This is an optimization exercise on Yosys and OpenROAD, whose aim is a short achievable clock period and few clock cycles per item, not a production implementation.
Function was checked by simulation only, so behaviour that the tests miss may differ from the original.
Power and IR drop assume default switching activity.

$ cat flow/flow/run.sh
#!/bin/bash
# The standard layout (standard.sh), with knobs changed for a faster
# layout; the SDC is unchanged:
#  - synthesis maps adders with ABC like the rest of the logic instead of
#    extracting full/half-adder cells (ADDER_MAP_FILE empty); registers are
#    the standard synthesis's;
#  - the port buffers are buf_4 cells (the default choice is a weak
#    delay buffer, slow on the output paths).
set -euo pipefail
bash standard.sh ADDER_MAP_FILE= SETUP_SLACK_MARGIN=7 TNS_END_PERCENT=100 \
  "BUFFER_PORTS_ARGS=-buffer_cell sky130_fd_sc_hd__buf_4" finish > standard_finish.log 2>&1
$ cat flow/standard.sh
#!/bin/bash
# synth_recipe.tcl (not shown) runs the flow's synth.tcl, then flattens the netlist and writes it again
# the make line also repeats each setting of config.mk as NAME=value (left out here)
make -C /OpenROAD-flow-scripts/flow DESIGN_CONFIG=/design/flow/config.mk WORK_HOME=/design/flow/orfs CLKGATE_MAP_FILE= SYNTH_SCRIPT=/design/flow/synth_recipe.tcl "${@:-finish}"
$ cat flow/config.mk
export PLATFORM = sky130hd
export DESIGN_NAME = wisc_pipe
export DESIGN_NICKNAME = wisc_pipe
export VERILOG_FILES = /design/flow/design.v
export SDC_FILE = /design/flow/constraint.sdc
export NUM_CORES = 4
export LEC_CHECK = 0
export CAP_MARGIN = 20
export CORE_MARGIN = 2
export CORE_UTILIZATION = 40
export SLEW_MARGIN = 20
export SYNTH_HIERARCHICAL = 1
$ cat flow/constraint.sdc
create_clock -name core_clock -period 10.0 [get_ports {clk}]
set_input_delay 2.0000 -clock core_clock [delete_from_list [all_inputs] [get_ports {clk}]]
set_output_delay 2.0000 -clock core_clock [all_outputs]
set_load 0.01 [all_outputs]
$ cat flow/design.v
module wisc_pipe (
   imem_addr, dmem_addr, dmem_wdata, dmem_rd, dmem_wr, halt,
   clk, rst, imem_rdata, dmem_rdata, mem_ready
   );
   input clk;
   input rst;
   output [15:0] imem_addr;
   input [15:0]  imem_rdata;
   output [15:0] dmem_addr;
   output [15:0] dmem_wdata;
   output        dmem_rd;
   output        dmem_wr;
   input [15:0]  dmem_rdata;
   input         mem_ready;
   output        halt;
   function [11:0] pdec;
      input [15:0] w;
      reg we, br, ld, st, stu, jreg, hlt, lbi, link;
      reg [2:0] dst;
      reg [4:0] o;
      begin
         o    = w[15:11];
         br   = (o[4:2] == 3'b011);
         ld   = (o == 5'b10001);
         st   = (o == 5'b10000) | (o == 5'b10011);
         stu  = (o == 5'b10011);
         jreg = (o == 5'b00101) | (o == 5'b00111);
         hlt  = (o == 5'b00000);
         lbi  = (o == 5'b11000);
         link = (o == 5'b00110) | (o == 5'b00111);
         we   = 1'b0;
         dst  = w[7:5];
         if ((o[4:2] == 3'b010) | (o[4:2] == 3'b101) | ld) begin
            we = 1'b1; dst = w[7:5];
         end else if ((o == 5'b11001) | (o[4:1] == 4'b1101) | (o[4:2] == 3'b111)) begin
            we = 1'b1; dst = w[4:2];
         end else if (stu | lbi | (o == 5'b10010)) begin
            we = 1'b1; dst = w[10:8];
         end else if (link) begin
            we = 1'b1; dst = 3'd7;
         end
         pdec = {we, dst, br, ld, st, stu, jreg, hlt, lbi, link};
      end
   endfunction
   reg [15:0] pc;
   reg        stopped;           
   reg        halt_q;
   reg        d_v;               
   reg [15:0] d_ir;
   reg [15:0] d_pc2;             
   reg        d_pt;              
   reg [15:0] d_btgt;            
   reg        d_we, d_br, d_ld, d_st, d_stu, d_jreg, d_halt, d_lbi, d_link;
   reg [2:0]  d_dst;
   reg [7:0]  d_rs_oh, d_rt_oh;  
   reg        d_fxrs, d_fxrt;    
   reg        d_fwrs, d_fwrt;    
   reg        w_we;              
   reg [2:0]  w_dst;
   reg [15:0] w_val;
   reg        x_v;               
   reg        x_we;
   reg [2:0]  x_dst;
   reg        x_rd, x_wr;
   reg [15:0] x_a, x_b, x_sd, x_addr, x_eval;
   reg        x_early;           
   reg        x_jr;              
   reg [15:0] x_jt;
   reg        x_addt;            
   reg        r_add, r_sub, r_xor, r_andn, r_rol, r_sll, r_ror, r_srl, r_btr,
              r_seq, r_slt, r_sle, r_sco, r_slbi, r_ev, r_stu, r_ld;
   reg [15:0] rf [0:7];
   wire [16:0] xs_add, xs_dif_c, xs_sub_c;
   wp_add16 u_xadd (.a(x_a), .b(x_b),  .ci(1'b0), .s(xs_add));
   wp_add16 u_xdif (.a(x_a), .b(~x_b), .ci(1'b1), .s(xs_dif_c));
   wp_add16 u_xsub (.a(x_a), .b(~x_b), .ci(1'b0), .s(xs_sub_c));
   wire [15:0] xs_dif = xs_dif_c[15:0];
   wire [15:0] xs_sub = ~xs_sub_c[15:0];
   wire [3:0]  xsh  = x_b[3:0];
   wire [31:0] rol2 = {x_a, x_a} << xsh;
   wire [31:0] ror2 = {x_a, x_a} >> xsh;
   wire        xeq  = (x_a == x_b);
   wire        xlt  = (x_a[15] ^ x_b[15]) ? x_a[15] : xs_dif[15];
   reg  [15:0] xbtr;
   integer     k;
   always @(*) for (k = 0; k < 16; k = k + 1) xbtr[k] = x_a[15-k];
   wire [15:0] x_res =
        ({16{r_add}}  & xs_add[15:0])
      | ({16{r_sub}}  & xs_sub)
      | ({16{r_xor}}  & (x_a ^ x_b))
      | ({16{r_andn}} & (x_a & ~x_b))
      | ({16{r_rol}}  & rol2[31:16])
      | ({16{r_sll}}  & (x_a << xsh))
      | ({16{r_ror}}  & ror2[15:0])
      | ({16{r_srl}}  & (x_a >> xsh))
      | ({16{r_btr}}  & xbtr)
      | ({16{r_seq}}  & {15'b0, xeq})
      | ({16{r_slt}}  & {15'b0, xlt})
      | ({16{r_sle}}  & {15'b0, xlt | xeq})
      | ({16{r_sco}}  & {15'b0, xs_add[16]})
      | ({16{r_slbi}} & {x_a[7:0], x_b[7:0]})
      | ({16{r_ev}}   & x_eval)
      | ({16{r_stu}}  & x_addr)
      | ({16{r_ld}}   & dmem_rdata);
   wire [15:0] xp = x_a ^ x_b;
   wire [15:0] xo = x_a | x_b;
   wire        xsum_zero = r_sub ? xeq : (~xp[0] & (xp[15:1] == xo[14:0]));
   wire x_mem   = x_rd | x_wr;
   wire stall_x = x_mem & ~mem_ready;
   wire [4:0] op  = d_ir[15:11];
   wire [15:0] s5 = {{11{d_ir[4]}}, d_ir[4:0]};
   wire [15:0] z5 = {11'b0, d_ir[4:0]};
   wire [15:0] s8 = {{8{d_ir[7]}}, d_ir[7:0]};
   wire i_addi  = (op == 5'b01000);
   wire i_subi  = (op == 5'b01001);
   wire i_xori  = (op == 5'b01010);
   wire i_andni = (op == 5'b01011);
   wire i_shi   = (op[4:2] == 3'b101);
   wire i_btr   = (op == 5'b11001);
   wire i_arith = (op == 5'b11011);
   wire i_shr   = (op == 5'b11010);
   wire i_set   = (op[4:2] == 3'b111);
   wire i_slbi  = (op == 5'b10010);
   reg [15:0] rf_rs, rf_rt;
   integer j;
   always @(*) begin
      rf_rs = 16'h0000;
      rf_rt = 16'h0000;
      for (j = 0; j < 8; j = j + 1) begin
         rf_rs = rf_rs | (rf[j] & {16{d_rs_oh[j]}});
         rf_rt = rf_rt | (rf[j] & {16{d_rt_oh[j]}});
      end
   end
   wire [15:0] rs_rw = d_fwrs ? w_val : rf_rs;
   wire [15:0] rt_rw = d_fwrt ? w_val : rf_rt;
   wire [15:0] x_early_val = r_stu ? x_addr : x_eval;
   wire [15:0] rsv = d_fxrs ? x_early_val : rs_rw;    
   wire rs_late    = d_fxrs & ~x_early;
   wire br_eqne  = ~op[1];                         
   wire rs_zero  = rs_late ? xsum_zero : (rsv == 16'h0000);
   wire rs_neg   = rsv[15];
   reg  br_taken;
   always @(*) begin
      case (op[1:0])
         2'b00: br_taken = rs_zero;
         2'b01: br_taken = ~rs_zero;
         2'b10: br_taken = rs_neg;
         default: br_taken = ~rs_neg;
      endcase
   end
   wire haz_d = d_v & rs_late &
                (d_ld | d_st | d_jreg | (d_br & ~(br_eqne & x_addt)));
   wire [15:0] agu, jr_tgt;
   wp_adds5 u_agu (.b(rsv), .i(d_ir[4:0]), .s(agu));
   wp_adds8 u_jrt (.b(rsv), .i(d_ir[7:0]), .s(jr_tgt));
   wire [15:0] br_tgt  = d_btgt;
   wire        i_j     = (op == 5'b00100) | (op == 5'b00110);    
   wire [16:0] j_sum;
   wp_add16 u_jt (.a(d_pc2), .b({{5{d_ir[10]}}, d_ir[10:0]}), .ci(1'b0), .s(j_sum));
   wire [15:0] j_tgt   = j_sum[15:0];
   wire        br_miss = d_br & (br_taken != d_pt) & (d_ir[7:0] != 8'h00);
   wire        redir_x = x_v & x_jr;
   wire        redir_d = ~redir_x & d_v & i_j |
                         ~redir_x & d_v & ~rs_late & br_miss |
                         ~redir_x & d_v & rs_late & d_br & br_eqne & x_addt & br_miss;
   wire [15:0] tgt_d   = i_j ? j_tgt : (br_taken ? br_tgt : d_pc2);
   wire hold_d = haz_d | stall_x;
   wire [15:0] iw   = imem_rdata;
   wire [11:0] f_dec = pdec(iw);
   wire [15:0] pc2  = pc + 16'd2;
   wire        f_br = (iw[15:13] == 3'b011);
   wire        f_pt = f_br & (iw[7] | iw[11]);
   wire [15:0] f_tgt;
   wire [7:0]  ph_p1 = pc2[15:8] + 8'd1;
   wire [7:0]  ph_m1 = pc2[15:8] - 8'd1;
   wp_btgt u_ftgt (.lo(pc2[7:0]), .hi(pc2[15:8]), .hip(ph_p1), .him(ph_m1),
                   .i(iw[7:0]), .s(f_tgt));
   wire f_go = ~stopped & ~haz_d & mem_ready;     
   always @(posedge clk) begin
      if (rst) begin
         pc      <= 16'h0000;
         stopped <= 1'b0;
         halt_q  <= 1'b0;
         d_v     <= 1'b0;
         d_fxrs  <= 1'b0;
         d_fxrt  <= 1'b0;
         d_fwrs  <= 1'b0;
         d_fwrt  <= 1'b0;
      end else begin
         if (redir_x)
            pc <= x_jt;
         else if (redir_d)
            pc <= tgt_d;
         else if (f_go)
            pc <= f_pt ? f_tgt : pc2;
         if (redir_x)
            d_v  <= 1'b0;
         else if (~hold_d) begin
            d_v  <= mem_ready & ~redir_d & ~stopped & ~(d_v & d_halt);
            if (d_v & d_halt) begin
               stopped <= 1'b1;
               halt_q  <= 1'b1;
            end
         end
         if (stall_x) begin
            d_fwrs <= 1'b0;
            d_fwrt <= 1'b0;
         end else if (haz_d) begin
            d_fxrs <= 1'b0;
            d_fxrt <= 1'b0;
            d_fwrs <= d_fxrs;
            d_fwrt <= d_fxrt;
         end else begin
            d_fxrs <= d_v & d_we & (d_dst == iw[10:8]);
            d_fxrt <= d_v & d_we & (d_dst == iw[7:5]);
            d_fwrs <= x_v & x_we & (x_dst == iw[10:8]);
            d_fwrt <= x_v & x_we & (x_dst == iw[7:5]);
         end
      end
   end
   always @(posedge clk) begin
      if (~hold_d) begin
         d_ir  <= iw;
         d_pc2 <= pc2;
         d_pt  <= f_pt;
         d_btgt <= f_tgt;
         {d_we, d_dst, d_br, d_ld, d_st, d_stu, d_jreg, d_halt, d_lbi, d_link} <= f_dec;
         d_rs_oh <= 8'b1 << iw[10:8];
         d_rt_oh <= 8'b1 << iw[7:5];
      end
   end
   always @(posedge clk) begin
      if (rst) begin
         x_v  <= 1'b0;
         x_we <= 1'b0;
         x_rd <= 1'b0;
         x_wr <= 1'b0;
         x_early <= 1'b0;
         x_addt <= 1'b0;
         x_jr <= 1'b0;
      end else if (~stall_x) begin
         x_v  <= d_v & ~haz_d & ~redir_x;
         x_we <= d_v & ~haz_d & ~redir_x & d_we;
         x_rd <= d_v & ~haz_d & ~redir_x & d_ld;
         x_wr <= d_v & ~haz_d & ~redir_x & d_st;
         x_jr <= d_v & ~haz_d & ~redir_x & d_jreg;
         x_early <= d_lbi | d_link | d_stu;
         x_addt  <= i_addi | i_subi | i_arith & ~d_ir[1];
      end
   end
   always @(posedge clk) begin
      if (~stall_x) begin
         x_dst  <= d_dst;
         x_addr <= agu;
         x_jt   <= jr_tgt;
         x_eval <= d_lbi ? s8 : d_pc2;
         r_add  <= i_addi | (i_arith & d_ir[1:0] == 2'b00);
         r_sub  <= i_subi | (i_arith & d_ir[1:0] == 2'b01);
         r_xor  <= i_xori | (i_arith & d_ir[1:0] == 2'b10);
         r_andn <= i_andni | (i_arith & d_ir[1:0] == 2'b11);
         r_rol  <= (i_shi & op[1:0] == 2'b00) | (i_shr & d_ir[1:0] == 2'b00);
         r_sll  <= (i_shi & op[1:0] == 2'b01) | (i_shr & d_ir[1:0] == 2'b01);
         r_ror  <= (i_shi & op[1:0] == 2'b10) | (i_shr & d_ir[1:0] == 2'b10);
         r_srl  <= (i_shi & op[1:0] == 2'b11) | (i_shr & d_ir[1:0] == 2'b11);
         r_btr  <= i_btr;
         r_seq  <= i_set & op[1:0] == 2'b00;
         r_slt  <= i_set & op[1:0] == 2'b01;
         r_sle  <= i_set & op[1:0] == 2'b10;
         r_sco  <= i_set & op[1:0] == 2'b11;
         r_slbi <= i_slbi;
         r_ev   <= d_lbi | d_link;
         r_stu  <= d_stu;
         r_ld   <= d_ld;
      end
   end
   always @(posedge clk) begin
      x_a <= d_fxrs ? x_res : rs_rw;
      x_b <= i_shi ? {12'b0, d_ir[3:0]} :
             (i_xori | i_andni) ? z5 :
             i_slbi ? {8'b0, d_ir[7:0]} :
             (i_addi | i_subi) ? s5 :
             d_fxrt ? x_res : rt_rw;
   end
   always @(posedge clk) begin
      if (~stall_x & d_st)
         x_sd <= d_fxrt ? x_res : rt_rw;
   end
   always @(posedge clk) begin
      if (rst)
         w_we <= 1'b0;
      else
         w_we <= x_we & ~stall_x;
      w_dst <= x_dst;
      w_val <= x_res;
      if (w_we)
         rf[w_dst] <= w_val;
   end
   assign imem_addr  = pc;
   assign dmem_addr  = x_addr;
   assign dmem_wdata = x_sd;
   assign dmem_rd    = x_rd;
   assign dmem_wr    = x_wr;
   assign halt       = halt_q;
endmodule
module wp_add16 (a, b, ci, s);
   input [15:0] a, b;
   input        ci;
   output [16:0] s;
   assign s = {1'b0, a} + {1'b0, b} + {16'b0, ci};
endmodule
module wp_adds5 (b, i, s);
   input [15:0] b;
   input [4:0]  i;
   output [15:0] s;
   wire [5:0] lo = {1'b0, b[4:0]} + {1'b0, i};
   wire up = lo[5] & ~i[4];
   wire dn = ~lo[5] & i[4];
   wire [10:0] hp = b[15:5] + 11'd1;
   wire [10:0] hm = b[15:5] - 11'd1;
   assign s = {({11{up}} & hp) | ({11{dn}} & hm) | ({11{~up & ~dn}} & b[15:5]),
               lo[4:0]};
endmodule
module wp_adds8 (b, i, s);
   input [15:0] b;
   input [7:0]  i;
   output [15:0] s;
   wire [8:0] lo = {1'b0, b[7:0]} + {1'b0, i};
   wire up = lo[8] & ~i[7];
   wire dn = ~lo[8] & i[7];
   wire [7:0] hp = b[15:8] + 8'd1;
   wire [7:0] hm = b[15:8] - 8'd1;
   assign s = {({8{up}} & hp) | ({8{dn}} & hm) | ({8{~up & ~dn}} & b[15:8]),
               lo[7:0]};
endmodule
module wp_btgt (lo, hi, hip, him, i, s);
   input [7:0] lo, hi, hip, him, i;
   output [15:0] s;
   wire [8:0] l = {1'b0, lo} + {1'b0, i};
   wire up = l[8] & ~i[7];
   wire dn = ~l[8] & i[7];
   assign s = {({8{up}} & hip) | ({8{dn}} & him) | ({8{~up & ~dn}} & hi), l[7:0]};
endmodule
==> metrics.md, run 1 <==
| Metric | Value |
|---|---|
| TritonRoute pass-1 iters | 6 |
| Crit Path Class | input pin to register |
| Grt total ovfl | 0 |
| Storage cell area | between 10000 and 15000 um^2 |
| WL/cell | ~27 um |
| Area Overhead vs Synth | 28.7% |
| Hold Vio Cnt, Final | 0 |
| TNS Setup | 0 ns |
| Status | complete, no violations |
| IO Pins | 86 |
| Final-report max-slew violation count | 0 |
| Routed via count | 22800 |
| Hold Path Cell Cnt | 0 |
| Placed wire-length estimate | between 50000 and 60000 um |
| Routed Antenna Nets | 0 |
| Worst clock skew | 0.0522 ns |
| Final hold slack | 0.438 ns |
| Post-Layout Inst Area | around 31000 um^2 |
| Peak VDD IR | 0.108 mV |
| Period utilization | 0.390 |
| Drt drc | 0 |
| Worst-Skew Late Latency | roughly 0.59 ns |
| Critical Path End | x_b[2] |
| Antenna diodes | 0 |
| Starting density of the core | 0.407 |
| Core Area | 59200 um^2 |
| Worst setup margin | ~6.1 ns |
| FP Rows | a little under 90 |
| Total CTS buffers | 40 |
| Minimum clock period | between 3 and 4 ns |
| Fillcell total | about 5200 |
| Fmax | ~260 MHz |
| Chip height | around 250 um |
| Critical path origin | dmem_rdata[2] |
| Startpoint Class | input pin |
| Avg Inst Size Synth | roughly 9.6 um^2 |
| Worst-margin pin slew | between 1 and 1.5 ns |
| Largest net degree at the start of global routing | a little under 70 |
| IO buf count | 85 |
| Final setup vio count | 0 |
| WP data required | around 10 ns |
| Clock sinks | 370 |
| Layout cells sized above 1 | 0.295 |
| Dpl ws | between 5 and 6 ns |
| Number of nets in the layout | around 2700 |
| Routed vias/inst | between 6 and 7 |
| Unrepaired setup endpoints after global routing | true |
| Routability Congestion | between 0.9 and 1 |
| Vias in the first global route | ~21000 |
| CTS tree | yes |
| Bufs and invs on worst path | 2 |
| Largest delay share family, worst path | compound AO/OA/AOI/OAI gates |
| Die width | around 250 um |
| DIE AREA | 62200 um^2 |
| MaxCap Viol Count | 0 |
| Syn Std Cell Area | between 20000 and 25000 um^2 |
| Worst path max stage delay | between 0.7 and 0.8 ns |
| Clock Path Buffers | 3 |
| CP max FO | 2 |
| Initial antenna violation count | 0 |
| Clock transition at path regs | 0.06 ns |
| CP Depth | 9 |
| Pwr Density | about 180 nW/um^2 |
| Reg2reg start | x_a[0] |
| Worst path cell trace | buf_6, a222oi_1, o2111ai_1, a311oi_1, o311ai_1, a221oi_2, buf_4, a21oi_4, mux2_4 |
| Multi-input logic area | roughly 14000 um^2 |
| Clock root cell | clkbuf_16 |
| Tot GR Track Use | 0.295 |
| Worst hold-check path type | register to register |
| Critical path arrival | ~4.3 ns |
| Final core utilization | 0.523 |
| Iteration-0 DRC Markers | 3235 |
| Critical R2R Capture | x_b[9] |
| Rel. slew slack | 0.265 |
| Placement-stage cell area | 25500 um^2 |
| Placed cells | roughly 3200 |
| First-pass GRT wire length | approximately 140000 um |
| Crit-path slowest cell | a222oi_1 |
| Leakage | 11.2 nW |
| FF-to-FF path depth | 14 |
| Total Power | around 5.4 mW |
| Gate Count Post-Synth | between 2000 and 3000 |
| WL final | between 90000 and 100000 um |
| Crit end category | register |
| H-tree Lvls | 2 |
| Final cell count without fillers | 3508 |
| Worst R2R Setup Slack | between 6 and 7 ns |
| Yosys warns | 7 |
## registers in the layout, summed over array words and instances (netlist names), 3 cells and up
signal and cells:
d_rt_oh 8, d_dst 3, d_pc2 16, w_dst 3, x_dst 3, x_sd 16, x_eval 16, d_ir 16
x_a 16, pc 16, w_val 16, d_btgt 16, x_addr 16, rf 128, x_b 16, x_jt 16
d_rs_oh 8
## final cells by class
cell class                 count  share of cell area
tap                          773              0.0312
multi-input combinational   1880               0.466
inverter                      73              0.0107
clock buffer                  55              0.0351
clock inverter                19             0.00750
timing repair buffer         337               0.113
sequential                   370               0.336
timing repair inverter         1            0.000161
## cell usage in the layout, fill, tap and decap left out, drive strengths merged, types with 20 or more instances in the layout
cell type	instances
a21oi	110
nor4	30
o22ai	26
and2	25
a221oi	20
nor3	37
a31oi	37
nand2b	45
nand3	50
o21ai	142
clkbuf	57
inv	64
dfxtp	81
edfxtp	289
mux2i	86
xor2	80
nor2b	25
nand4	42
a211o	21
maj3	29
a22oi	146
and3	20
nand2	213
mux2	30
buf	326
xnor2	141
nor2	199
a211oi	26
o211ai	25
## how the worst min path moves through the flow
stage	from	end	slack, ns
2_1_floorplan	x_dst[1]	w_dst[1]	0.41
3_3_place_gp	x_dst[2]	w_dst[2]	0.43
5_1_grt	x_dst[0]	w_dst[0]	0.45
4_1_cts	x_dst[0]	w_dst[0]	0.44
3_5_place_dp	x_dst[0]	w_dst[0]	0.43
6_report	x_dst[0]	w_dst[0]	0.44
## what timing repair did
| item | CTS | global route |
|---|---|---|
| setup endpoints to repair | 252 | 162 |
| hold buffers | 0 | 0 |
| cloned | 16 | 4 |
| pin swaps | 93 | 77 |
| gates resized for setup | 329 | 141 |
| buffers inserted | 158 | 43 |
## routing by layer
metal | up-vias | GRT usage | part of all wire
li1 | 9897 | - | -
met4 | 0 | 0.129 | 0.050
met1 | 11100 | 0.398 | 0.39
met3 | 298 | 0.0485 | 0.10
met2 | 1518 | 0.466 | 0.46
met5 | - | 0 | 0
## report_power, final
part	total [mW]	internal [mW]	switching [mW]
combinational	1.85	0.824	1.03
sequential	2.09	1.84	0.244
clock	1.50	0.851	0.645
total	5.43	3.52	1.92
Testbench counts, summed over its fixed seeds: cycles 43,926, instrs 39,926.
==> inputs of run 2 (changes only) <==
--- a/flow/design.v
+++ b/flow/design.v
@@ -72,34 +72,19 @@
    reg [15:0] rf [0:7];
-   wire [16:0] xs_add, xs_dif_c, xs_sub_c;
-   wp_add16 u_xadd (.a(x_a), .b(x_b),  .ci(1'b0), .s(xs_add));
-   wp_add16 u_xdif (.a(x_a), .b(~x_b), .ci(1'b1), .s(xs_dif_c));
-   wp_add16 u_xsub (.a(x_a), .b(~x_b), .ci(1'b0), .s(xs_sub_c));
-   wire [15:0] xs_dif = xs_dif_c[15:0];
-   wire [15:0] xs_sub = ~xs_sub_c[15:0];
-   wire [3:0]  xsh  = x_b[3:0];
-   wire [31:0] rol2 = {x_a, x_a} << xsh;
-   wire [31:0] ror2 = {x_a, x_a} >> xsh;
-   wire        xeq  = (x_a == x_b);
-   wire        xlt  = (x_a[15] ^ x_b[15]) ? x_a[15] : xs_dif[15];
-   reg  [15:0] xbtr;
-   integer     k;
-   always @(*) for (k = 0; k < 16; k = k + 1) xbtr[k] = x_a[15-k];
-   wire [15:0] x_res =
-        ({16{r_add}}  & xs_add[15:0])
-      | ({16{r_sub}}  & xs_sub)
-      | ({16{r_xor}}  & (x_a ^ x_b))
-      | ({16{r_andn}} & (x_a & ~x_b))
-      | ({16{r_rol}}  & rol2[31:16])
-      | ({16{r_sll}}  & (x_a << xsh))
-      | ({16{r_ror}}  & ror2[15:0])
-      | ({16{r_srl}}  & (x_a >> xsh))
-      | ({16{r_btr}}  & xbtr)
-      | ({16{r_seq}}  & {15'b0, xeq})
-      | ({16{r_slt}}  & {15'b0, xlt})
-      | ({16{r_sle}}  & {15'b0, xlt | xeq})
-      | ({16{r_sco}}  & {15'b0, xs_add[16]})
-      | ({16{r_slbi}} & {x_a[7:0], x_b[7:0]})
-      | ({16{r_ev}}   & x_eval)
-      | ({16{r_stu}}  & x_addr)
-      | ({16{r_ld}}   & dmem_rdata);
+   wire [15:0] alu_res;
+   wire        xeq;
+   wp_alu u_alu (.a(x_a), .b(x_b),
+                 .r_add(r_add), .r_sub(r_sub), .r_xor(r_xor), .r_andn(r_andn),
+                 .r_rol(r_rol), .r_sll(r_sll), .r_ror(r_ror), .r_srl(r_srl),
+                 .r_btr(r_btr), .r_seq(r_seq), .r_slt(r_slt), .r_sle(r_sle),
+                 .r_sco(r_sco), .r_slbi(r_slbi), .res(alu_res), .eq(xeq));
+   wire [15:0] x_res, xa_n, xb_n, xsd_n;
+   wire        b_useimm = i_shi | i_xori | i_andni | i_slbi | i_addi | i_subi;
+   wire [15:0] b_imm = i_shi ? {12'b0, d_ir[3:0]} :
+                       (i_xori | i_andni) ? z5 :
+                       i_slbi ? {8'b0, d_ir[7:0]} : s5;
+   wp_xnext u_xnext (.alu_res(alu_res), .x_eval(x_eval), .x_addr(x_addr),
+                     .ld_data(dmem_rdata), .r_ev(r_ev), .r_stu(r_stu), .r_ld(r_ld),
+                     .rs_rw(rs_rw), .rt_rw(rt_rw), .fxrs(d_fxrs), .fxrt(d_fxrt),
+                     .b_useimm(b_useimm), .b_imm(b_imm),
+                     .res(x_res), .a_n(xa_n), .b_n(xb_n), .sd_n(xsd_n));
    wire [15:0] xp = x_a ^ x_b;
@@ -162,3 +147,3 @@
    wire        redir_x = x_v & x_jr;
-   wire        redir_d = ~redir_x & d_v & i_j |
+   wire        redir_d = ~redir_x & d_v & i_j & ~d_pt |
                          ~redir_x & d_v & ~rs_late & br_miss |
@@ -171,8 +156,12 @@
    wire        f_br = (iw[15:13] == 3'b011);
-   wire        f_pt = f_br & (iw[7] | iw[11]);
+   wire        f_j  = (iw[15:13] == 3'b001) & ~iw[11];    
+   wire        f_pt = f_j | (f_br & (iw[7] | iw[11]));
    wire [15:0] f_tgt;
-   wire [7:0]  ph_p1 = pc2[15:8] + 8'd1;
-   wire [7:0]  ph_m1 = pc2[15:8] - 8'd1;
-   wp_btgt u_ftgt (.lo(pc2[7:0]), .hi(pc2[15:8]), .hip(ph_p1), .him(ph_m1),
-                   .i(iw[7:0]), .s(f_tgt));
+   wire [7:0]  ph = pc2[15:8];
+   wire [7:0]  ph_m4 = ph - 8'd4, ph_m3 = ph - 8'd3, ph_m2 = ph - 8'd2,
+               ph_m1 = ph - 8'd1, ph_p1 = ph + 8'd1, ph_p2 = ph + 8'd2,
+               ph_p3 = ph + 8'd3, ph_p4 = ph + 8'd4;
+   wp_ftgt u_ftgt (.lo(pc2[7:0]), .ph(ph), .ph_p1(ph_p1), .ph_p2(ph_p2),
+                   .ph_p3(ph_p3), .ph_p4(ph_p4), .ph_m1(ph_m1), .ph_m2(ph_m2),
+                   .ph_m3(ph_m3), .ph_m4(ph_m4), .iw(iw), .tgt(f_tgt));
    wire f_go = ~stopped & ~haz_d & mem_ready;     
@@ -276,8 +265,4 @@
    always @(posedge clk) begin
-      x_a <= d_fxrs ? x_res : rs_rw;
-      x_b <= i_shi ? {12'b0, d_ir[3:0]} :
-             (i_xori | i_andni) ? z5 :
-             i_slbi ? {8'b0, d_ir[7:0]} :
-             (i_addi | i_subi) ? s5 :
-             d_fxrt ? x_res : rt_rw;
+      x_a <= xa_n;
+      x_b <= xb_n;
    end
@@ -285,3 +270,3 @@
       if (~stall_x & d_st)
-         x_sd <= d_fxrt ? x_res : rt_rw;
+         x_sd <= xsd_n;
    end
@@ -342 +327,70 @@
 endmodule
+module wp_alu (a, b, r_add, r_sub, r_xor, r_andn, r_rol, r_sll, r_ror, r_srl,
+               r_btr, r_seq, r_slt, r_sle, r_sco, r_slbi, res, eq);
+   input [15:0] a, b;
+   input r_add, r_sub, r_xor, r_andn, r_rol, r_sll, r_ror, r_srl,
+         r_btr, r_seq, r_slt, r_sle, r_sco, r_slbi;
+   output [15:0] res;
+   output eq;
+   wire [16:0] xs_add, xs_dif_c, xs_sub_c;
+   wp_add16 u_xadd (.a(a), .b(b),  .ci(1'b0), .s(xs_add));
+   wp_add16 u_xdif (.a(a), .b(~b), .ci(1'b1), .s(xs_dif_c));
+   wp_add16 u_xsub (.a(a), .b(~b), .ci(1'b0), .s(xs_sub_c));
+   wire [15:0] xs_dif = xs_dif_c[15:0];
+   wire [15:0] xs_sub = ~xs_sub_c[15:0];
+   wire [3:0]  xsh  = b[3:0];
+   wire [31:0] rol2 = {a, a} << xsh;
+   wire [31:0] ror2 = {a, a} >> xsh;
+   assign eq = (a == b);
+   wire        xlt  = (a[15] ^ b[15]) ? a[15] : xs_dif[15];
+   reg  [15:0] xbtr;
+   integer     k;
+   always @(*) for (k = 0; k < 16; k = k + 1) xbtr[k] = a[15-k];
+   assign res =
+        ({16{r_add}}  & xs_add[15:0])
+      | ({16{r_sub}}  & xs_sub)
+      | ({16{r_xor}}  & (a ^ b))
+      | ({16{r_andn}} & (a & ~b))
+      | ({16{r_rol}}  & rol2[31:16])
+      | ({16{r_sll}}  & (a << xsh))
+      | ({16{r_ror}}  & ror2[15:0])
+      | ({16{r_srl}}  & (a >> xsh))
+      | ({16{r_btr}}  & xbtr)
+      | ({16{r_seq}}  & {15'b0, eq})
+      | ({16{r_slt}}  & {15'b0, xlt})
+      | ({16{r_sle}}  & {15'b0, xlt | eq})
+      | ({16{r_sco}}  & {15'b0, xs_add[16]})
+      | ({16{r_slbi}} & {a[7:0], b[7:0]})
+;
+endmodule
+module wp_xnext (alu_res, x_eval, x_addr, ld_data, r_ev, r_stu, r_ld,
+                 rs_rw, rt_rw, fxrs, fxrt, b_useimm, b_imm,
+                 res, a_n, b_n, sd_n);
+   input [15:0] alu_res, x_eval, x_addr, ld_data, rs_rw, rt_rw, b_imm;
+   input r_ev, r_stu, r_ld, fxrs, fxrt, b_useimm;
+   output [15:0] res, a_n, b_n, sd_n;
+   assign res = alu_res | ({16{r_ev}} & x_eval) | ({16{r_stu}} & x_addr) |
+                ({16{r_ld}} & ld_data);
+   assign a_n  = fxrs ? res : rs_rw;
+   assign sd_n = fxrt ? res : rt_rw;
+   assign b_n  = b_useimm ? b_imm : sd_n;
+endmodule
+module wp_ftgt (lo, ph, ph_p1, ph_p2, ph_p3, ph_p4, ph_m1, ph_m2, ph_m3, ph_m4,
+                iw, tgt);
+   input [7:0] lo, ph, ph_p1, ph_p2, ph_p3, ph_p4, ph_m1, ph_m2, ph_m3, ph_m4;
+   input [15:0] iw;
+   output [15:0] tgt;
+   wire        f_j  = (iw[15:13] == 3'b001) & ~iw[11];
+   wire [8:0]  l    = {1'b0, lo} + {1'b0, iw[7:0]};
+   wire [2:0]  hk   = f_j ? iw[10:8] : {3{iw[7]}};
+   wire [7:0]  hs   = 8'b1 << hk;
+   wire [7:0]  hi0 = ({8{hs[0]}} & ph)    | ({8{hs[1]}} & ph_p1) |
+                     ({8{hs[2]}} & ph_p2) | ({8{hs[3]}} & ph_p3) |
+                     ({8{hs[4]}} & ph_m4) | ({8{hs[5]}} & ph_m3) |
+                     ({8{hs[6]}} & ph_m2) | ({8{hs[7]}} & ph_m1);
+   wire [7:0]  hi1 = ({8{hs[0]}} & ph_p1) | ({8{hs[1]}} & ph_p2) |
+                     ({8{hs[2]}} & ph_p3) | ({8{hs[3]}} & ph_p4) |
+                     ({8{hs[4]}} & ph_m3) | ({8{hs[5]}} & ph_m2) |
+                     ({8{hs[6]}} & ph_m1) | ({8{hs[7]}} & ph);
+   assign tgt = {({8{l[8]}} & hi1) | ({8{~l[8]}} & hi0), l[7:0]};
+endmodule
==> run 2 against run 1 <==
Still clean on timing, DRC and antenna. Count of clock-buffer cells in the layout decreased by 3. Utilization up 1.3 points. Synthesized cell count up 9.3%. Worst setup slack lost 0.25 ns. Via count rose by 13%. Synthesized area grew 9.1%. Cell count is 11% higher. Fmax is 6.0% lower. Critical path depth rose by 3. Sequential share of layout area decreased by 3.5 points. Non-clock buffer count grew 92. Sequential power about the same. Critical path type unchanged.
==> metrics.md, run 2 <==
| Metric | Value |
|---|---|
| IO buf count | 85 |
| Period utilization | 0.414 |
| Pwr Density | roughly 170 nW/um^2 |
| Antenna diodes | 0 |
| Clock root cell | clkbuf_16 |
| Number of hold buffers added after cts | 0 |
| Total CTS buffers | ~40 |
| Rel. slew slack | 0.176 |
| TritonRoute pass-1 iters | 13 |
| Grt total ovfl | 0 |
| Avg Inst Size Synth | 9.59 um^2 |
| TNS Setup | 0 ns |
| Routability Congestion | 0.950 |
| Startpoint Class | input pin |
| Clock sinks | 370 |
| Core Area | roughly 65000 um^2 |
| Leakage | 12.5 nW |
| IO Pins | 86 |
| Max reg flops | between 100 and 150 |
| Worst-margin pin slew | 1.23 ns |
| Final hold slack | 0.459 ns |
| Placed wire-length estimate | between 60000 and 70000 um |
| MaxCap Viol Count | 0 |
| Drt drc | 0 |
| Syn Std Cell Area | about 26000 um^2 |
| Crit Path Class | input pin to register |
| Multi-input logic area | 17000 um^2 |
| H-tree Lvls | 2 |
| Status | complete, no violations |
| CP Depth | 12 |
| Vias in the first global route | roughly 24000 |
| Area Overhead vs Synth | 32.0% |
| Hold Path Cell Cnt | 0 |
| Routed vias/inst | 6.57 |
| Clock transition at path regs | roughly 0.060 ns |
| Iteration-0 DRC Markers | 3781 |
| Crit end category | register |
| FP Rows | between 90 and 100 |
| Bufs and invs on worst path | 2 |
| Layout cells sized above 1 | 0.346 |
| CP most frequent cell | o211ai_1 |
| Yosys warns | 8 |
| Largest net degree at the start of global routing | between 60 and 70 |
| First-pass GRT wire length | between 150000 and 200000 um |
| CTS tree | yes |
| Routed Antenna Nets | 0 |
| Minimum clock period | around 4.1 ns |
| Unrepaired setup endpoints after global routing | true |
| Commonest cells after routing, fill and taps aside | edfxtp_1 (289), buf_4 (250), nand2_1 (203), nor2_1 (203), xnor2_1 (151) |
| Final-report max-slew violation count | 0 |
| Worst path max stage delay | about 0.67 ns |
| Die width | around 260 um |
| Commonest non-fill, non-tap cell in the layout | edfxtp_1 |
| WL final | ~110000 um |
| Reg with most FFs | rf |
| CP max FO | 28 |
| Largest delay share family, worst path | compound AO/OA/AOI/OAI gates |
| Crit-path slowest cell | nor3_1 |
| Fmax | around 240 MHz |
| Chip height | around 260 um |
| Starting density of the core | 0.406 |
| Gate Count Post-Synth | between 2000 and 3000 |
| Tot GR Track Use | 0.298 |
| Peak VDD IR | about 0.11 mV |
| Routed via count | approximately 26000 |
| Fillcell total | about 5600 |
| Worst-Skew Late Latency | about 0.61 ns |
| Final core utilization | 0.536 |
| Hold Vio Cnt, Final | 0 |
| Clock Path Buffers | 3 |
| Critical path arrival | 4.65 ns |
| Worst path cell trace | buf_6, nor3_1, mux2_4, buf_4, a222oi_1, o21a_1, mux2i_2, nor2_1, a21oi_1, o211ai_1, o211ai_1, a32o_1 |
| DIE AREA | roughly 68000 um^2 |
| Worst clock skew | 0.0380 ns |
| WP data required | approximately 11 ns |
| FF-to-FF path depth | 13 |
| Number of nets in the layout | between 3000 and 4000 |
| Final setup vio count | 0 |
| Worst hold-check path type | register to register |
| WL/cell | approximately 27 um |
| Storage cell area | ~10000 um^2 |
| Initial antenna violation count | 0 |
## run 2: area by class of cell
cell class | count | share of cell area
repair buffers | 429 | 0.126
multi-input cells | 2080 | 0.489
clock inverters | 24 | 0.00754
inverters | 99 | 0.0128
clock buffers | 52 | 0.0335
well taps | 855 | 0.0308
flip-flops and latches | 370 | 0.301
## run 2: through the flow
stage               cell area, um^2  power (mW)  std cells  setup WS, ns
finish                        34700        5.91       3909          5.86
global route                  34700        6.10       3909          5.81
CTS                           32600        5.59       3803          6.00
detailed placement            27800        3.64       3530          4.73
global placement              27800        3.62       3530          4.74
floorplan                     26800        3.15       2744          5.53
## run 2: final timing paths
path	start	to	slack [ns]
min reg2reg	x_dst[0]	w_dst[0]	0.46
min	x_dst[0]	w_dst[0]	0.46
max reg2reg	d_rs_oh[2]	pc[13]	5.88
max	imem_rdata[8]	pc[13]	5.86
## run 2: worst register-to-register path: stages (launching register included)
cell      delay [ns]
edfxtp_1        0.50
buf_6           0.20
a22oi_2         0.15
nand4_1         0.23
o221a_4         0.35
or4_4           0.48
or4_4           0.55
a21boi_4        0.21
buf_6           0.13
xnor3_2         0.33
buf_6           0.16
o211ai_1        0.22
o211ai_1        0.17
a32o_1          0.29
## run 2: where the power goes
| group | total, mW | leakage, nW | switching, mW | internal [mW] |
|---|---|---|---|---|
| clock | 1.59 | 0.691 | 0.671 | 0.915 |
| sequential | 2.09 | 3.65 | 0.245 | 1.85 |
| combinational | 2.23 | 8.19 | 1.21 | 1.02 |
## run 2: metal layers
metal,track usage,routed length (um),vias up
li1,-,-,11000
met1,0.409,42800,12600
met2,0.458,47400,1793
met3,0.0598,12000,314
met4,0.124,5160,0
met5,0,0,-
## run 2: repair_timing
item	in CTS	in global routing
endpoints found under the hold margin	0	0
setup endpoints to repair	309	166
resized for setup	398	246
setup buffers	186	99
cloned	11	7
pin swaps	111	140
Testbench counts of run 2, summed over its fixed seeds: cycles 43,182, instrs 39,926.
==> inputs of run 3 (changes only) <==
--- a/flow/design.v
+++ b/flow/design.v
@@ -154,3 +154,8 @@
    wire [11:0] f_dec = pdec(iw);
-   wire [15:0] pc2  = pc + 16'd2;
+   wire [15:0] pc2;
+   wire [7:0]  ph, ph_m4, ph_m3, ph_m2, ph_m1, ph_p1, ph_p2, ph_p3, ph_p4;
+   wp_pcinc u_pcinc (.pc(pc), .pc2(pc2), .ph_m4(ph_m4), .ph_m3(ph_m3),
+                     .ph_m2(ph_m2), .ph_m1(ph_m1), .ph_p1(ph_p1), .ph_p2(ph_p2),
+                     .ph_p3(ph_p3), .ph_p4(ph_p4));
+   assign ph = pc2[15:8];
    wire        f_br = (iw[15:13] == 3'b011);
@@ -159,6 +164,2 @@
    wire [15:0] f_tgt;
-   wire [7:0]  ph = pc2[15:8];
-   wire [7:0]  ph_m4 = ph - 8'd4, ph_m3 = ph - 8'd3, ph_m2 = ph - 8'd2,
-               ph_m1 = ph - 8'd1, ph_p1 = ph + 8'd1, ph_p2 = ph + 8'd2,
-               ph_p3 = ph + 8'd3, ph_p4 = ph + 8'd4;
    wp_ftgt u_ftgt (.lo(pc2[7:0]), .ph(ph), .ph_p1(ph_p1), .ph_p2(ph_p2),
@@ -340,26 +341,13 @@
    wire [15:0] xs_sub = ~xs_sub_c[15:0];
-   wire [3:0]  xsh  = b[3:0];
-   wire [31:0] rol2 = {a, a} << xsh;
-   wire [31:0] ror2 = {a, a} >> xsh;
    assign eq = (a == b);
    wire        xlt  = (a[15] ^ b[15]) ? a[15] : xs_dif[15];
-   reg  [15:0] xbtr;
-   integer     k;
-   always @(*) for (k = 0; k < 16; k = k + 1) xbtr[k] = a[15-k];
-   assign res =
-        ({16{r_add}}  & xs_add[15:0])
+   wire [15:0] misc;
+   wp_misc u_misc (.a(a), .b(b), .r_xor(r_xor), .r_andn(r_andn), .r_rol(r_rol),
+                   .r_sll(r_sll), .r_ror(r_ror), .r_srl(r_srl), .r_btr(r_btr),
+                   .r_slbi(r_slbi), .res(misc));
+   assign res = misc
+      | ({16{r_add}}  & xs_add[15:0])
       | ({16{r_sub}}  & xs_sub)
-      | ({16{r_xor}}  & (a ^ b))
-      | ({16{r_andn}} & (a & ~b))
-      | ({16{r_rol}}  & rol2[31:16])
-      | ({16{r_sll}}  & (a << xsh))
-      | ({16{r_ror}}  & ror2[15:0])
-      | ({16{r_srl}}  & (a >> xsh))
-      | ({16{r_btr}}  & xbtr)
-      | ({16{r_seq}}  & {15'b0, eq})
-      | ({16{r_slt}}  & {15'b0, xlt})
-      | ({16{r_sle}}  & {15'b0, xlt | eq})
-      | ({16{r_sco}}  & {15'b0, xs_add[16]})
-      | ({16{r_slbi}} & {a[7:0], b[7:0]})
-;
+      | {15'b0, (r_seq & eq) | (r_slt & xlt) | (r_sle & (xlt | eq)) |
+                (r_sco & xs_add[16])};
 endmodule
@@ -396 +384,37 @@
 endmodule
+module wp_misc (a, b, r_xor, r_andn, r_rol, r_sll, r_ror, r_srl, r_btr, r_slbi,
+                res);
+   input [15:0] a, b;
+   input r_xor, r_andn, r_rol, r_sll, r_ror, r_srl, r_btr, r_slbi;
+   output [15:0] res;
+   wire [3:0]  xsh  = b[3:0];
+   wire [31:0] rol2 = {a, a} << xsh;
+   wire [31:0] ror2 = {a, a} >> xsh;
+   reg  [15:0] xbtr;
+   integer     k;
+   always @(*) for (k = 0; k < 16; k = k + 1) xbtr[k] = a[15-k];
+   assign res =
+        ({16{r_xor}}  & (a ^ b))
+      | ({16{r_andn}} & (a & ~b))
+      | ({16{r_rol}}  & rol2[31:16])
+      | ({16{r_sll}}  & (a << xsh))
+      | ({16{r_ror}}  & ror2[15:0])
+      | ({16{r_srl}}  & (a >> xsh))
+      | ({16{r_btr}}  & xbtr)
+      | ({16{r_slbi}} & {a[7:0], b[7:0]});
+endmodule
+module wp_pcinc (pc, pc2, ph_m4, ph_m3, ph_m2, ph_m1, ph_p1, ph_p2, ph_p3, ph_p4);
+   input [15:0] pc;
+   output [15:0] pc2;
+   output [7:0] ph_m4, ph_m3, ph_m2, ph_m1, ph_p1, ph_p2, ph_p3, ph_p4;
+   assign pc2 = pc + 16'd2;
+   wire [7:0] ph = pc2[15:8];
+   assign ph_m4 = ph - 8'd4;
+   assign ph_m3 = ph - 8'd3;
+   assign ph_m2 = ph - 8'd2;
+   assign ph_m1 = ph - 8'd1;
+   assign ph_p1 = ph + 8'd1;
+   assign ph_p2 = ph + 8'd2;
+   assign ph_p3 = ph + 8'd3;
+   assign ph_p4 = ph + 8'd4;
+endmodule
==> run 3 against run 2 <==
Still clean. Fmax is 9.4% higher. Cell count is 1.0% lower. Non-clock buffer count is 35 lower. Power is 6.4% higher. First-iteration DRC count is 9.7% lower. Critical path type unchanged. Critical endpoint unchanged. Largest cell class unchanged. Highest routed layer is now met5.
==> metrics.md, run 3 <==
| Metric | Value |
|---|---|
| Crit-path slowest cell | mux2i_4 |
| Drt drc | 0 |
| Worst-margin pin slew | 1.27 ns |
| Critical path arrival | around 4.2 ns |
| Minimum clock period | between 3 and 4 ns |
| Largest delay share family, worst path | multiplexers |
| Core Area | between 60000 and 70000 um^2 |
| Area Overhead vs Synth | 27.6% |
| Bufs and invs on worst path | 2 |
| Initial antenna violation count | 2 |
| Commonest cells after routing, fill and taps aside | edfxtp_1 (289), buf_4 (243), nor2_1 (202), nand2_1 (175), xnor2_1 (164) |
| Placed cells | approximately 3500 |
| TNS Setup | 0 ns |
| Crit end category | register |
| Period utilization | 0.379 |
| Worst path max stage delay | approximately 0.35 ns |
| Final setup vio count | 0 |
| TritonRoute pass-1 iters | 8 |
| Hold Vio Cnt, Final | 0 |
| Avg Inst Size Synth | 9.66 um^2 |
| Pwr Density | between 150 and 200 nW/um^2 |
| H-tree Lvls | 2 |
| Routed Antenna Nets | 0 |
| Final-report max-slew violation count | 0 |
| Net Sw Frac | 0.367 |
| FP Rows | 94 |
| Fillcell total | between 5000 and 6000 |
| Chip height | roughly 260 um |
| Peak VDD IR | between 0.1 and 0.15 mV |
| Iteration-0 DRC Markers | about 3400 |
| DIE AREA | roughly 70000 um^2 |
| WL/cell | around 26 um |
| Worst clock skew | around 0.04 ns |
| CTS tree | yes |
| Crit Path Class | input pin to register |
| Clock share of power | 0.251 |
| Clock Path Buffers | 3 |
| Total Power | about 6.3 mW |
| MaxCap Viol Count | 0 |
| Grt total ovfl | 0 |
| Sw Pwr | between 2 and 2.5 mW |
| Placed wire-length estimate | slightly above 60000 um |
| Clock transition at path regs | ~0.06 ns |
| Yosys warns | 8 |
| Number of nets in the layout | around 3000 |
| Commonest non-fill, non-tap cell in the layout | edfxtp_1 |
| Fmax | about 260 MHz |
| Unrepaired setup endpoints after global routing | true |
| Worst hold-check path type | register to register |
| Internal power | 3.98 mW |
| WL final | 99000 um |
| Gate Count Post-Synth | between 2000 and 3000 |
| CP most frequent cell | buf_12 |
| Flop pwr share | 0.355 |
| IO buf count | 85 |
| Reg with most FFs | rf |
| CP max FO | 5 |
| Largest net degree at the start of global routing | between 70 and 80 |
| Worst path cell trace | buf_12, nor4b_4, buf_12, mux2i_4, mux2_4, a222oi_1, and3_1, mux2i_2, mux2i_1, a311oi_2 |
| Clock root cell | clkbuf_16 |
| Routed via count | 25000 |
| WP data required | roughly 10 ns |
| Die width | about 260 um |
| First-pass GRT wire length | roughly 150000 um |
| Leakage | ~12 nW |
| Tot GR Track Use | 0.276 |
| Worst-Skew Late Latency | roughly 0.59 ns |
| Rel. slew slack | 0.152 |
| Status | complete, no violations |
| Logic pwr share | 0.393 |
| Max reg flops | 128 |
| Routed vias/inst | approximately 6.5 |
| Total CTS buffers | 39 |
| Starting density of the core | 0.405 |
| Final cell count without fillers | about 3900 |
| Syn Std Cell Area | 26600 um^2 |
| Layout cells sized above 1 | 0.324 |
| Routability Congestion | 0.933 |
| Clock sinks | 370 |
| Vias in the first global route | about 23000 |
| Startpoint Class | input pin |
| IO Pins | 86 |
==> run 3: cell count changes in the layout (fill, tap and decap cells not counted), moves of 11 or more <==
cell	previous run	this run
a221oi_1	25	11
a22oi_1	140	161
a311oi_1	1	12
a31oi_1	30	42
a32o_1	23	8
buf_6	129	112
dfxtp_4	31	19
mux2i_1	56	84
nand2_1	203	175
o211ai_1	32	19
o21ai_0	71	92
o21ai_1	25	14
o21ai_2	13	25
xnor2_1	151	164
==> run 3: area by class of cell <==
class / count / area (um^2) / share of cell area
inverter: 83 / 332 / 0.00975
multi-input combinational: 2085 / 16900 / 0.496
sequential: 370 / 10400 / 0.306
antenna: 2 / 5.00 / 0.000147
clock inverter: 27 / 392 / 0.0115
tap: 864 / 1080 / 0.0318
timing repair buffer: 394 / 3910 / 0.115
clock buffer: 45 / 1020 / 0.0300
==> run 3: layer usage <==
| layer | up-vias | GRT usage | wire length, um |
|---|---|---|---|
| met2 | 1497 | 0.447 | 46000 |
| li1 | 10900 | - | - |
| met5 | - | 0 | 55 |
| met1 | 12300 | 0.374 | 39700 |
| met3 | 276 | 0.0414 | 8960 |
| met4 | 4 | 0.101 | 4270 |
==> run 3: timing repair <==
action                     in CTS  in global routing
gates resized for setup       408                186
cloned                         12                  3
hold buffers                    0                  0
hold endpoints to repair        0                  0
setup buffers                 189                 60
pin swaps                     119                110
setup endpoints to repair     321                264
==> run 3: worst paths after layout <==
kind                       start        to  slack [ns]  depth (start not counted)
hold / removal          x_dst[0]  w_dst[0]        0.45                          0
hold reg to reg         x_dst[0]  w_dst[0]        0.45                          0
setup / recovery  imem_rdata[15]    pc[13]        6.21                         10
setup reg to reg      d_rs_oh[3]     pc[4]        6.27                         14
==> run 3: power by group through the flow <==
stage                     clock, mW  combinational [mW]  sequential [mW]
final                          1.58                2.48             2.24
after global routing           1.66                2.62             2.25
after detailed placement          0                1.74             2.27
after global placement            0                1.71             2.27
after floorplan                   0                1.36             2.12
after CTS                      1.59                2.21             2.22
==> run 3: metrics by stage <==
stage	hold WS [ns]	worst slack, ns	utilization	instance area [um^2]
floorplan	0.407	5.73	-	27000
finish	0.455	6.21	0.516	34000
global placement	0.445	5.07	0.422	27800
CTS	0.450	6.24	0.495	32600
detailed placement	0.434	5.04	0.422	27800
global route	0.477	6.11	0.516	34000
Testbench counts of run 3, summed over its fixed seeds: cycles 43,182, instrs 39,926.
==> inputs of run 4 (changes only) <==
--- a/flow/design.v
+++ b/flow/design.v
@@ -51,3 +51,2 @@
    reg        d_pt;              
-   reg [15:0] d_btgt;            
    reg        d_we, d_br, d_ld, d_st, d_stu, d_jreg, d_halt, d_lbi, d_link;
@@ -123,2 +122,6 @@
    wire rs_late    = d_fxrs & ~x_early;
+   wire [15:0] zp_p = rsv ^ s5;
+   wire [15:0] zp_o = rsv | s5;
+   wire        zp_zero  = i_subi ? (rsv == s5) : (~zp_p[0] & (zp_p[15:1] == zp_o[14:0]));
+   wire        zp_valid = d_v & (i_addi | i_subi) & ~rs_late;
    wire br_eqne  = ~op[1];                         
@@ -140,3 +143,4 @@
    wp_adds8 u_jrt (.b(rsv), .i(d_ir[7:0]), .s(jr_tgt));
-   wire [15:0] br_tgt  = d_btgt;
+   wire [15:0] br_tgt;
+   wp_adds8 u_brt (.b(d_pc2), .i(d_ir[7:0]), .s(br_tgt));
    wire        i_j     = (op == 5'b00100) | (op == 5'b00110);    
@@ -162,3 +166,4 @@
    wire        f_j  = (iw[15:13] == 3'b001) & ~iw[11];    
-   wire        f_pt = f_j | (f_br & (iw[7] | iw[11]));
+   wire        f_zp = zp_valid & (iw[15:12] == 4'b0110) & (iw[10:8] == d_ir[7:5]);
+   wire        f_pt = f_j | (f_br & (f_zp ? (iw[11] ^ zp_zero) : (iw[7] | iw[11])));
    wire [15:0] f_tgt;
@@ -215,3 +220,2 @@
          d_pt  <= f_pt;
-         d_btgt <= f_tgt;
          {d_we, d_dst, d_br, d_ld, d_st, d_stu, d_jreg, d_halt, d_lbi, d_link} <= f_dec;
@@ -372,13 +376,20 @@
    wire [8:0]  l    = {1'b0, lo} + {1'b0, iw[7:0]};
-   wire [2:0]  hk   = f_j ? iw[10:8] : {3{iw[7]}};
-   wire [7:0]  hs   = 8'b1 << hk;
-   wire [7:0]  hi0 = ({8{hs[0]}} & ph)    | ({8{hs[1]}} & ph_p1) |
-                     ({8{hs[2]}} & ph_p2) | ({8{hs[3]}} & ph_p3) |
-                     ({8{hs[4]}} & ph_m4) | ({8{hs[5]}} & ph_m3) |
-                     ({8{hs[6]}} & ph_m2) | ({8{hs[7]}} & ph_m1);
-   wire [7:0]  hi1 = ({8{hs[0]}} & ph_p1) | ({8{hs[1]}} & ph_p2) |
-                     ({8{hs[2]}} & ph_p3) | ({8{hs[3]}} & ph_p4) |
-                     ({8{hs[4]}} & ph_m3) | ({8{hs[5]}} & ph_m2) |
-                     ({8{hs[6]}} & ph_m1) | ({8{hs[7]}} & ph);
-   assign tgt = {({8{l[8]}} & hi1) | ({8{~l[8]}} & hi0), l[7:0]};
+   reg  [7:0]  hj0, hj1;
+   always @(*) begin
+      case (iw[10:8])
+         3'd0: begin hj0 = ph;    hj1 = ph_p1; end
+         3'd1: begin hj0 = ph_p1; hj1 = ph_p2; end
+         3'd2: begin hj0 = ph_p2; hj1 = ph_p3; end
+         3'd3: begin hj0 = ph_p3; hj1 = ph_p4; end
+         3'd4: begin hj0 = ph_m4; hj1 = ph_m3; end
+         3'd5: begin hj0 = ph_m3; hj1 = ph_m2; end
+         3'd6: begin hj0 = ph_m2; hj1 = ph_m1; end
+         default: begin hj0 = ph_m1; hj1 = ph; end
+      endcase
+   end
+   wire [7:0]  hb0 = iw[7] ? ph_m1 : ph;
+   wire [7:0]  hb1 = iw[7] ? ph : ph_p1;
+   wire [7:0]  hi0 = f_j ? hj0 : hb0;
+   wire [7:0]  hi1 = f_j ? hj1 : hb1;
+   assign tgt = {l[8] ? hi1 : hi0, l[7:0]};
 endmodule
==> run 4 against run 3 <==
Sequential share of layout area down 2.5 points. Synthesized cell count increased by 7.6%. Worst setup slack improved by 0.15 ns. Cell count up 6.3%. Synthesized area grew 3.2%. Register-to-register slack gained 0.09 ns. Die area is 3.2% higher. Flip-flop and latch count shrank 16. Critical path depth rose by 5. Sequential power down 8%. Wire length is 14% higher. Via count is 8.1% higher.
==> metrics.md, run 4 <==
| Metric | Value |
|---|---|
| Die width | 266 um |
| Avg Inst Size Synth | 9.27 um^2 |
| Worst hold-check path type | register to register |
| WP data required | around 10 ns |
| Gate Count Post-Synth | around 3000 |
| Clock root cell | clkbuf_16 |
| FP Rows | 96 |
| First-pass GRT wire length | roughly 160000 um |
| IO buf count | 85 |
| Net Sw Frac | 0.379 |
| Unrepaired setup endpoints after global routing | true |
| Fmax | around 270 MHz |
| Layout cells sized above 1 | 0.324 |
| Commonest cells after routing, fill and taps aside | edfxtp_1 (273), nand2_1 (247), buf_4 (230), nor2_1 (204), xnor2_1 (191) |
| Final setup vio count | 0 |
| TNS Setup | 0 ns |
| Max reg flops | around 130 |
| Pwr Density | 173 nW/um^2 |
| Worst clock skew | roughly 0.023 ns |
| Fillcell total | 6059 |
| Sw Pwr | between 2 and 2.5 mW |
| Clock transition at path regs | 0.06 ns |
| CP max FO | 36 |
| DIE AREA | between 70000 and 80000 um^2 |
| Status | complete, no violations |
| H-tree Lvls | 2 |
| Logic pwr share | 0.415 |
| Total CTS buffers | a little over 40 |
| Minimum clock period | about 3.6 ns |
| Clock share of power | 0.250 |
| Vias in the first global route | 25100 |
| Core Area | a little under 70000 um^2 |
| Clock sinks | about 350 |
| Starting density of the core | 0.402 |
| Iteration-0 DRC Markers | 3518 |
| Startpoint Class | register |
| WL/cell | ~28 um |
| Crit Path Class | register to register |
| Routability Congestion | 0.951 |
| Critical path arrival | a little over 4 ns |
| Crit-path slowest cell | nor4_1 |
| Number of hold buffers added after cts | 0 |
| Largest net degree at the start of global routing | 72 |
| Peak VDD IR | roughly 0.16 mV |
| Final-report max-slew violation count | 0 |
| Routed vias/inst | 6.56 |
| Leakage | approximately 13 nW |
| Antenna diodes | 0 |
| Period utilization | 0.364 |
| Clock Path Buffers | 3 |
| Reg with most FFs | rf |
| Yosys warns | 9 |
| WL final | approximately 110000 um |
| Number of nets in the layout | roughly 3200 |
| Area Overhead vs Synth | 28.7% |
| Hold Vio Cnt, Final | 0 |
| Worst path cell trace | buf_12, mux2i_1, a21oi_1, o21ai_4, inv_1, nor4_1, o22ai_2, o211ai_1, o21ai_2, buf_6, a21oi_4, buf_6, buf_12, nand3_1, a311oi_2 |
| IO Pins | 86 |
| Initial antenna violation count | 2 |
| Worst path max stage delay | ~0.43 ns |
| Routed via count | around 27000 |
| Drt drc | 0 |
| Placed wire-length estimate | 69300 um |
| Total Power | 6.13 mW |
| Grt total ovfl | 0 |
| Internal power | 3.81 mW |
| Final hold slack | around 0.44 ns |
| Worst-Skew Late Latency | 0.59 ns |
| Commonest non-fill, non-tap cell in the layout | edfxtp_1 |
| MaxCap Viol Count | 0 |
| Storage cell area | between 9000 and 10000 um^2 |
| TritonRoute pass-1 iters | 6 |
| Multi-input logic area | approximately 18000 um^2 |
| CTS tree | yes |
| Crit end category | register |
| Tot GR Track Use | 0.307 |
| Flop pwr share | 0.335 |
| Rel. slew slack | 0.243 |
| Worst-margin pin slew | 1.13 ns |
| Syn Std Cell Area | ~28000 um^2 |
| Routed Antenna Nets | 0 |
| Chip height | roughly 270 um |
## run 4: layout make-up
class                           count  share of cell area
Multi-Input combinational cell   2269               0.510
Sequential cell                   354               0.281
Timing Repair Buffer              411               0.126
Clock buffer                       51              0.0318
Tap cell                          882              0.0312
Inverter                          122              0.0135
Clock inverter                     25             0.00728
## run 4: metal layers
layer | routed length, um | track usage
met5 | 21 | 0
met4 | 4210 | 0.106
met3 | 11100 | 0.0530
met2 | 51500 | 0.484
met1 | 46300 | 0.423
## run 4: path summary, 6_finish.rpt
path	startpoint	endpoint	slack, ns	cells past startpoint
min reg2reg	x_dst[0]	w_dst[0]	0.44	0
max reg2reg	r_stu	pc[10]	6.36	15
min	x_dst[0]	w_dst[0]	0.44	0
max	r_stu	pc[10]	6.36	15
## run 4: power by group through the flow
stage	clock network [mW]	registers, mW	logic [mW]
4_1_cts	1.54	2.06	2.29
5_1_grt	1.60	2.06	2.67
3_5_place_dp	0	2.11	1.70
2_1_floorplan	0	1.97	1.28
6_report	1.53	2.06	2.54
3_3_place_gp	0	2.10	1.69
## run 4: per-stage QoR
step,worst slack [ns],cells,util,area [um^2]
4_1_cts,6.54,4057,0.501,34200
5_1_grt,6.20,4114,0.518,35400
2_1_floorplan,6.22,2972,-,27700
6_report,6.36,4114,0.518,35400
3_5_place_dp,5.36,3753,0.418,28600
3_3_place_gp,5.44,3753,0.418,28600
## run 4: what timing repair did
| item | in CTS | in global routing |
|---|---|---|
| gates cloned | 22 | 1 |
| gates resized for setup | 489 | 157 |
| setup endpoints to repair | 180 | 178 |
| pin swaps | 138 | 101 |
| setup buffers | 206 | 56 |
## run 4: critical path, delay by kind of cell, from the launching register on
family / cells / cell delay [ns]
compound gates: 7 / 1.21
buf+inv: 5 / 0.97
simple gates: 2 / 0.55
flops: 1 / 0.38
mux: 1 / 0.35
Testbench counts of run 4, summed over its fixed seeds: cycles 41,729, instrs 39,926.
==> inputs of run 5 (changes only) <==
--- a/flow/design.v
+++ b/flow/design.v
@@ -69,3 +69,3 @@
    reg        r_add, r_sub, r_xor, r_andn, r_rol, r_sll, r_ror, r_srl, r_btr,
-              r_seq, r_slt, r_sle, r_sco, r_slbi, r_ev, r_stu, r_ld;
+              r_seq, r_slt, r_sle, r_sco, r_slbi, r_ev, r_ld;
    reg [15:0] rf [0:7];
@@ -83,4 +83,4 @@
                        i_slbi ? {8'b0, d_ir[7:0]} : s5;
-   wp_xnext u_xnext (.alu_res(alu_res), .x_eval(x_eval), .x_addr(x_addr),
-                     .ld_data(dmem_rdata), .r_ev(r_ev), .r_stu(r_stu), .r_ld(r_ld),
+   wp_xnext u_xnext (.alu_res(alu_res), .x_eval(x_eval),
+                     .ld_data(dmem_rdata), .r_ev(r_ev), .r_ld(r_ld),
                      .rs_rw(rs_rw), .rt_rw(rt_rw), .fxrs(d_fxrs), .fxrt(d_fxrt),
@@ -119,4 +119,3 @@
    wire [15:0] rt_rw = d_fwrt ? w_val : rf_rt;
-   wire [15:0] x_early_val = r_stu ? x_addr : x_eval;
-   wire [15:0] rsv = d_fxrs ? x_early_val : rs_rw;    
+   wire [15:0] rsv = d_fxrs ? x_eval : rs_rw;    
    wire rs_late    = d_fxrs & ~x_early;
@@ -249,3 +248,3 @@
          x_jt   <= jr_tgt;
-         x_eval <= d_lbi ? s8 : d_pc2;
+         x_eval <= d_stu ? agu : d_lbi ? s8 : d_pc2;
          r_add  <= i_addi | (i_arith & d_ir[1:0] == 2'b00);
@@ -264,4 +263,3 @@
          r_slbi <= i_slbi;
-         r_ev   <= d_lbi | d_link;
-         r_stu  <= d_stu;
+         r_ev   <= d_lbi | d_link | d_stu;
          r_ld   <= d_ld;
@@ -357,9 +355,9 @@
 endmodule
-module wp_xnext (alu_res, x_eval, x_addr, ld_data, r_ev, r_stu, r_ld,
+module wp_xnext (alu_res, x_eval, ld_data, r_ev, r_ld,
                  rs_rw, rt_rw, fxrs, fxrt, b_useimm, b_imm,
                  res, a_n, b_n, sd_n);
-   input [15:0] alu_res, x_eval, x_addr, ld_data, rs_rw, rt_rw, b_imm;
-   input r_ev, r_stu, r_ld, fxrs, fxrt, b_useimm;
+   input [15:0] alu_res, x_eval, ld_data, rs_rw, rt_rw, b_imm;
+   input r_ev, r_ld, fxrs, fxrt, b_useimm;
    output [15:0] res, a_n, b_n, sd_n;
-   assign res = alu_res | ({16{r_ev}} & x_eval) | ({16{r_stu}} & x_addr) |
+   assign res = alu_res | ({16{r_ev}} & x_eval) |
                 ({16{r_ld}} & ld_data);
==> run 5 against run 4 <==
Still clean. Sequential share of layout area decreased by 0.066 points. Non-clock buffer count decreased by 15. Utilization decreased by 0.33 points. Wire length decreased by 5.5%. Critical path depth decreased by 2. Register-to-register slack about the same. Fmax about the same. Flip-flop and latch count decreased by 1. Combinational power decreased by 4%. Sequential power about the same. Critical endpoint is now pc[6]. Largest cell class unchanged. Largest power group unchanged.
==> metrics.md, run 5 <==
| Metric | Value |
|---|---|
| IO Pins | 86 |
| Iteration-0 DRC Markers | 3501 |
| Clock transition at path regs | ~0.06 ns |
| Final cell count without fillers | roughly 4200 |
| FP Rows | 96 |
| WP data required | approximately 10 ns |
| Worst hold start | x_dst[2] |
| Startpoint Class | register |
| Worst hold-check path type | register to register |
| Worst clock skew | 0.0367 ns |
| Initial antenna violation count | 2 |
| Crit end category | register |
| Gate Count Post-Synth | approximately 3000 |
| Crit Path Class | register to register |
| Number of nets in the layout | approximately 3200 |
| Clock Path Buffers | 3 |
| Clock root cell | clkbuf_16 |
| Commonest non-fill, non-tap cell in the layout | nor2_1 |
| Unrepaired setup endpoints after global routing | true |
| Critical R2R Capture | pc[6] |
| WL final | 107000 um |
| Drt drc | 0 |
| Final core utilization | 0.515 |
| Commonest cells after routing, fill and taps aside | nor2_1 (276), edfxtp_1 (272), buf_4 (232), nand2_1 (221), xnor2_1 (180) |
| Final setup vio count | 0 |
| Core Area | 68700 um^2 |
| Grt total ovfl | 0 |
| Minimum clock period | around 3.6 ns |
| MaxCap Viol Count | 0 |
| Leakage | around 13 nW |
| H-tree Lvls | 2 |
| Worst-margin pin slew | roughly 1.2 ns |
| Placed wire-length estimate | 66900 um |
| TritonRoute pass-1 iters | 7 |
| IO buf count | 85 |
| Worst-Skew Late Latency | roughly 0.60 ns |
| Post-Layout Inst Area | 35400 um^2 |
| Avg Inst Size Synth | 9.26 um^2 |
| Worst Hold End | w_dst[2] |
| Syn Std Cell Area | 27800 um^2 |
| Critical path arrival | between 4 and 5 ns |
| Status | complete, no violations |
| Placement-stage cell area | slightly below 30000 um^2 |
| Routed Antenna Nets | 0 |
| Largest net degree at the start of global routing | 74 |
| Fmax | 275 MHz |
| Routed vias/inst | approximately 6.4 |
| Area Overhead vs Synth | 27.4% |
| Number of hold buffers added after cts | 0 |
| Period utilization | 0.364 |
| FF-to-FF path depth | 13 |
| Rel. slew slack | 0.186 |
| Routed via count | about 27000 |
| First-pass GRT wire length | ~160000 um |
| Vias in the first global route | 25400 |
| Peak VDD IR | around 0.1 mV |
| Final-report max-slew violation count | 0 |
| Pwr Density | around 170 nW/um^2 |
| CP max FO | 8 |
| CTS tree | yes |
| Total CTS buffers | 39 |
| Total Power | a little under 6 mW |
| Placed cells | 3835 |
| Worst setup margin | 6.36 ns |
| Worst R2R Setup Slack | 6.36 ns |
| Layout cells sized above 1 | 0.324 |
| Starting density of the core | 0.404 |
| Max reg flops | around 130 |
| Yosys warns | 9 |
| Clock sinks | 353 |
| Final hold slack | approximately 0.44 ns |
| WL/cell | around 26 um |
| Chip height | around 270 um |
| Die width | about 270 um |
| DIE AREA | a little over 70000 um^2 |
| Reg2reg start | d_rs_oh[7] |
| TNS Setup | 0 ns |
| Tot GR Track Use | 0.286 |
| Routability Congestion | roughly 0.94 |
| Hold Vio Cnt, Final | 0 |
| Hold Path Cell Cnt | 0 |
| Dpl ws | ~5.0 ns |
| Reg with most FFs | rf |
run 5: cell types whose count changed in the layout (fill, tap and decap cells not counted), sizes merged, moves of 14 or more:
cell / delta
a211o: +15
a221oi: +21
a22o: -15
a22oi: -22
a311oi: -16
buf: -14
inv: -38
nand2: -27
nor2: +75
nor3: +19
o2111ai: +16
o22ai: -18
run 5: cell type report:
type,instances,area [um^2]
tap,931,1160
multi-input combinational,2331,18700
antenna,1,2.50
fill,6162,33300
sequential,353,9910
clock buffer,54,1070
clock inverter,18,188
inverter,87,382
timing repair buffer,396,3950
run 5: repair_timing:
action / in CTS / in global routing
buffers inserted: 188 / 59
pin swaps: 100 / 103
resized for setup: 408 / 229
setup endpoints to repair: 276 / 183
gates cloned: 16 / 0
hold endpoints to repair: 0 / 0
run 5: worst max-delay path by stage:
stage / start / to / slack (ns)
2_1_floorplan: imem_rdata[3] / pc[11] / 6.15
3_3_place_gp: imem_rdata[15] / d_pt / 5.06
3_5_place_dp: imem_rdata[15] / pc[3] / 4.98
4_1_cts: d_rs_oh[2] / pc[3] / 6.38
5_1_grt: d_rs_oh[1] / pc[5] / 6.23
6_report: d_rs_oh[7] / pc[6] / 6.36
run 5: metal layers:
| metal | track usage | share of wire |
|---|---|---|
| met3 | 0.0434 | 0.086 |
| met2 | 0.458 | 0.46 |
| met4 | 0.136 | 0.054 |
| met1 | 0.379 | 0.40 |
| met5 | 0 | 0.00012 |
run 5: report_power, final:
part	switching [mW]	total [mW]	internal, mW
Sequential	0.279	2.04	1.77
Clock	0.636	1.43	0.794
Combinational	1.33	2.44	1.10
Total	2.25	5.91	3.66
run 5: critical path: stages, from the launching register on:
cell       delay (ns)
edfxtp_1         0.47
buf_6            0.17
buf_8            0.13
buf_4            0.13
a22oi_1          0.13
and3_1           0.23
a211o_1          0.25
nand4_4          0.16
or4_4            0.46
a2111oi_4        0.37
a31oi_4          0.09
mux2i_4          0.24
or3_4            0.48
a211oi_2         0.22
Testbench counts of run 5, summed over its fixed seeds: cycles 41,729, instrs 39,926.

Setup slack of run 5, layout unchanged: 6.362 ns with ideal ports, 6.362 ns with driving cells assumed (clock clkbuf_16, inputs buf_2), 5.782 ns with port delays also shifted by the 0.635 ns mid clock arrival.
